This design comes from an exercise in tuning for small area on the open sky130 flow, not from production work.
Function was checked by simulation only, so behaviour that the tests miss may differ from the original.
Power is estimated from default activity; no workload was simulated.

==> trial 60 <==
Design f_to_f, start of the top module:
module f_to_f (
    input                clk,
    input                rstn,
    input [DATAIN-1:0]   datain,
    input                empty,
    output [DATAOUT-1:0] dataout,
    output reg           rden,
    output               wren
);
parameter DATAIN = 48;
parameter DATAOUT = 48;
always @(posedge clk or negedge rstn) begin
    if (~rstn) rden <= 0;
    else if (empty == 0) rden <= 1;
    else if (empty == 1) rden <= 0;
end
reg  [3:0]  t;         
reg         wr;        
reg         w2;        
reg         dir;       
reg  [1:0]  sz;        
reg         s;         
reg         clr;       
reg         sat;       
reg  [7:0]  C;         
reg  [79:0] R;
wire idle = ~(datain[47] ^ datain[46]);
wire cap  = (t == 4'd0) & ~idle;
wire ld   = (t == 4'd3);
wire stp  = (t >= 4'd4) & (t <= 4'd9);
wire fin  = (t == 4'd10);
wire s1 = (sz == 2'd1);
wire s2 = (sz == 2'd2);
wire s3 = (sz == 2'd3);
always @(posedge clk or negedge rstn) begin
    if (~rstn) begin
        t  <= 4'd0;
        wr <= 1'b0;
        w2 <= 1'b0;
    end else begin
        t  <= idle ? 4'd0 : (t == 4'd12 ? 4'd12 : t + 4'd1);
        wr <= (t == 4'd10) | ((t == 4'd11) & ~s1);
        w2 <= (t == 4'd11);
    end
end
assign wren = wr;
wire [14:0] e = s1 ? {7'd0, R[78:71]} : s2 ? {4'd0, R[78:68]} : R[78:64];
wire emax  = s1 ? (&R[78:71]) : s2 ? (&R[78:68]) : (&R[78:64]);
wire under = s1 ? (e < 15'd110)   : s2 ? (e < 15'd990)   : (e < 15'd16342);
wire over  = s1 ? (e > 15'd141)   : s2 ? (e > 15'd1053)  : (e > 15'd16421);
wire mnz   = s1 ? (|R[70:48]) : s2 ? ((|R[67:40]) | (|datain[39:16]))
                              : ((|R[63:40]) | (|datain[39:0]));
wire nan   = emax & mnz;
wire [6:0] kf = s1 ? 7'd6 : s2 ? 7'd19 : 7'd23;
wire [6:0] cf = kf + ~e[6:0];
wire [79:0] Rs = R ^ {80{s}};
reg  [3:0] lz;
integer j;
always @(*) begin
    lz = 4'd15;
    for (j = 64; j <= 78; j = j + 1)
        if (Rs[j]) lz = 78 - j;
end
wire [3:0] lzs = lz;
wire       fl  = &C[6:4];                      
wire [3:0] kfl = ~C[3:0] + 4'd1;               
wire [3:0] kfr = (|C[6:4]) ? 4'd15 : C[3:0];   
wire [3:0] k   = ~stp ? 4'd0 : dir ? lzs : (fl ? kfl : kfr);
wire       lft = dir | fl;
wire [79:0] sh0 = R;
  ...
export LEC_CHECK = 0
export CAP_MARGIN = 20
export CORE_MARGIN = 2
export CORE_UTILIZATION = 45
export SLEW_MARGIN = 20
create_clock -name core_clock -period 10.0 [get_ports {clk}]
run.sh (not shown) runs the stock make flow with config.mk's settings and CLKGATE_MAP_FILE= SYNTH_SCRIPT=/design/flow/synth_recipe.tcl, a recipe that flattens the netlist after the stock synthesis.
==> build 39 (differences from trial 60) <==
==> flow/design.v (replaced) <==
module f_to_f (
    input                clk,
    input                rstn,
    input [DATAIN-1:0]   datain,
    input                empty,
    output [DATAOUT-1:0] dataout,
    output reg           rden,
    output               wren
);
parameter DATAIN = 48;
parameter DATAOUT = 48;
always @(posedge clk or negedge rstn) begin
    if (~rstn) rden <= 0;
    else if (empty == 0) rden <= 1;
    else if (empty == 1) rden <= 0;
end
reg  [3:0]  t;         
reg         wr;        
reg         w2;        
reg         dir;       
reg  [1:0]  sz;        
reg         s;         
reg         clr;       
reg         sat;       
reg  [7:0]  C;         
reg  [79:0] R;
reg  [3:0]  hb;        
wire idle = ~(datain[47] ^ datain[46]);
wire cap  = (t == 4'd0) & ~idle;
wire ld   = (t == 4'd3);
wire stp  = (t >= 4'd4) & (t <= 4'd9);
wire fst  = (t == 4'd4);
wire fin  = (t == 4'd10);
wire s1 = (sz == 2'd1);
wire s2 = (sz == 2'd2);
wire s3 = (sz == 2'd3);
always @(posedge clk or negedge rstn) begin
    if (~rstn) begin
        t  <= 4'd0;
        wr <= 1'b0;
        w2 <= 1'b0;
    end else begin
        t  <= idle ? 4'd0 : (t == 4'd12 ? 4'd12 : t + 4'd1);
        wr <= (t == 4'd10) | ((t == 4'd11) & ~s1);
        w2 <= (t == 4'd11);
    end
end
assign wren = wr;
wire [79:0] Rs = R ^ {80{s}};
wire [14:0] e = s1 ? {7'd0, R[78:71]} : s2 ? {4'd0, R[78:68]} : R[78:64];
wire emax  = s1 ? (&R[78:71]) : s2 ? (&R[78:68]) : (&R[78:64]);
wire under = s1 ? (e < 15'd110)   : s2 ? (e < 15'd990)   : (e < 15'd16342);
wire over  = s1 ? (e > 15'd141)   : s2 ? (e > 15'd1053)  : (e > 15'd16421);
wire mnz   = s1 ? (|R[70:48]) : s2 ? ((|R[67:40]) | (|datain[39:16]))
                              : ((|R[63:40]) | (|datain[39:0]));
wire nan   = emax & mnz;
wire [6:0] kd  = s1 ? 7'd123 : s2 ? 7'd110 : 7'd106;       
wire [6:0] D   = e[6:0] + kd;
wire [6:0] D13 = D + 7'd13;
wire [6:0] cf  = D13[6] ? D13 + 7'd80 : D13;
wire [6:0] H   = (s1 ? 7'd71 : s2 ? 7'd68 : 7'd64) + D;
reg  [3:0] lz;
reg  [14:0] win;
integer j;
always @(*) begin
    win = s3 ? Rs[78:64] : s2 ? {Rs[2:0], Rs[79:68]} : {Rs[5:0], Rs[79:71]};
    lz = 4'd15;
    for (j = 0; j < 15; j = j + 1)
        if (win[j]) lz = 14 - j;
end
wire [3:0] kf = (|C[6:4]) ? 4'd15 : C[3:0];
wire [3:0] kx = (fst & ~s3) ? (s2 ? 4'd4 : 4'd7) : lz;
wire [3:0] k  = ~stp ? 4'd0 : dir ? kx : kf;
wire       w79 = ~(dir & s3);           
wire       z3  = dir & s2;              
wire       z6  = dir & s1;              
wire [79:0] sh [0:4];
assign sh[0] = R;
genvar lv, b;
generate
    for (lv = 0; lv < 4; lv = lv + 1) begin : rot
        for (b = 0; b < 80; b = b + 1) begin : bit_
            localparam integer N   = 1 << lv;
            localparam integer SRC = (b + 80 - N) % 80;
            wire v = sh[lv][SRC];
            localparam C79 = (b < N);
            localparam C3  = (b > 3) && (b - N <= 3);
            localparam C6  = (b > 6) && (b - N <= 6);
            wire r = v & (C79 ? w79 : 1'b1) & (C3 ? ~z3 : 1'b1) & (C6 ? ~z6 : 1'b1);
            assign sh[lv + 1][b] = k[lv] ? r : sh[lv][b];
        end
    end
endgenerate
wire [79:0] sh4 = sh[4];
wire [7:0] cn = C - {4'd0, k};
wire xz = s3 ? ~R[79] & ~R[78] : s2 ? ~R[3] & ~R[2] : ~R[6] & ~R[5];
wire [14:0] ex = xz ? 15'd0 :
                 s1 ? {7'd0, C[7:0]} :
                 s2 ? {4'd0, C[7], {3{~C[7]}}, C[6:0]} :
                      {C[7], {7{~C[7]}}, C[6:0]};
wire za = ~|R[3:0];
wire zb = ~|R[6:4];
wire zc = ~|R[12:7];
wire zd = ~|R[28:13];
wire ze = ~|R[60:29];
wire zr = s1 ? (zc & zd & ze) : s2 ? (zb & zc & zd) : (za & zb & zc);
wire rb = s1 ? Rs[61] : s2 ? Rs[29] : Rs[13];
wire cin = rb | (dir & s & zr);
reg [79:0] ia;
integer i;
always @(*) begin
    for (i = 0; i < 80; i = i + 1) begin
        if (i == 79)
            ia[i] = s;
        else if (dir & s1 & (i >= 71))
            ia[i] = ex[i - 71];
        else if (dir & s2 & (i >= 68))
            ia[i] = ex[i - 68];
        else if (dir & s3 & (i >= 64))
            ia[i] = ex[i - 64];
        else if (~dir & ((i >> 3) > hb))
            ia[i] = s;
        else
            ia[i] = Rs[(i + 14) % 80];
    end
end
wire [79:0] inj = s1 ? ({79'd0, cin} << 48) : s2 ? ({79'd0, cin} << 16) : {79'd0, cin};
wire [79:0] io  = ia + inj;
function [39:0] fix;
    input [39:0] w;
    input a1, a2;
    begin
        fix = w;
        if (a1) begin fix[39:32] = 8'd0; fix[31] = 1'b1; fix[7:0] = 8'd0; end
        else if (a2) begin fix[39:29] = 11'd0; fix[28] = 1'b1; end
        else begin fix[39:25] = 15'd0; fix[24] = 1'b1; end
    end
endfunction
wire [39:0] lo = s3 ? datain[39:0] : s2 ? {datain[39:16], 16'd0} : 40'd0;
reg [79:0] rld;
always @(*) begin
    if (dir) begin
        if (s3) rld = {R[79:40], datain[39:0]};
        else if (s2) rld = {R[79:48], datain[39:8], 16'd0};
        else rld = {R[79:48], 48'd0};
    end else begin
        rld = {fix(R[79:40], s1, s2), lo};
    end
end
wire [7:0] c4 = dir ? (s3 ? 8'd165 : s2 ? 8'd161 : 8'd148)
                    : {1'b0, cf};
always @(posedge clk) begin
    R <= cap ? {datain[39:0], sh4[39:0]} : ld ? rld : fin ? io : sh4;
    if (cap) begin
        dir <= datain[47];
        sz  <= datain[44:43];
        s   <= datain[39];
    end
    if (ld) begin
        clr <= under | nan;
        hb  <= H[6:3];
    end
    if (ld | stp)
        C   <= ld ? c4 : cn;
    if (ld | fin)
        sat <= ld ? (over & ~nan) : (sat | (~dir & ~s & io[79]));
end
wire [39:0] base = w2 ? ((~dir & s2) ? R[47:8] : R[39:0]) : R[79:40];
wire        frc  = ~dir & (clr | sat);
wire [39:0] pat  = clr ? 40'd0 : {(~w2 & s) | (w2 & ~s), {39{~s}}};
wire [39:0] pl0  = frc ? pat : base;
wire        m7   = s1 | (~dir & s2) | (dir & s2 & w2);
wire        m15  = dir & s2 & w2;
wire [39:0] pl   = {pl0[39:16], pl0[15:8] & {8{~m15}}, pl0[7:0] & {8{~m7}}};
wire [2:0]  pkt  = s1 ? 3'd0 : w2 ? 3'd2 : 3'd1;
assign dataout = {dir ? 2'b10 : 2'b01, 1'b0, sz, pkt, pl};
endmodule
==> flow/config.mk (replaced) <==
export PLATFORM = sky130hd
export DESIGN_NAME = f_to_f
export DESIGN_NICKNAME = f_to_f
export VERILOG_FILES = /design/flow/design.v
export SDC_FILE = /design/flow/constraint.sdc
export NUM_CORES = 4
export LEC_CHECK = 0
export ABC_AREA = 1
export CAP_MARGIN = 20
export CORE_MARGIN = 2
export CORE_UTILIZATION = 45
export SLEW_MARGIN = 20
==> summary of the runs <==
Between trial 60 and build 39, the lower area after synthesis is in build 39 (gap 34%, measured against build 39).
Worst hold slack: trial 60 is better than build 39 (0.036 ns).
Between trial 60 and build 39, the lower die area is in build 39 (gap about 33%, measured against build 39).
In trial 60 the clock power is higher than in build 39, by about 4%.
In clock-buffer cell count, build 39 and trial 60 do not differ.
In trial 60 the critical path depth is higher than in build 39, by 2.
Of trial 60 and build 39, build 39 has the higher combinational power (gap about 6%, measured against build 39).
Between trial 60 and build 39, the lower global-route usage is in build 39 (gap 8.0 points).

## re-timing with driven ports
How much do the figures lean on ideal ports? The routed layouts below were timed once more, with nothing changed but the port constraints. Step 1: set_driving_cell puts a clkbuf_16 on clk and a buf_2 on each other input, an assumption about the parent block. Step 2 moves the port delays by t, midway between the first and last clock arrival at a register: inputs arrive t later, outputs are due t later. That takes back most of the time a late clock gives input paths. a / b / c = ideal / step 1 / step 2; a / b = the first two.
run	t (ns)	slack for setup (ns)	worst setup path after step 2	worst register clock-pin slew, ns
trial 60	0.451	3.121 / 3.121 / 3.121	register to register	0.10 / 0.10
build 39	0.448	3.386 / 3.332 / 3.780	register to output	0.09 / 0.09
After both steps setup and hold are still met in every run listed.
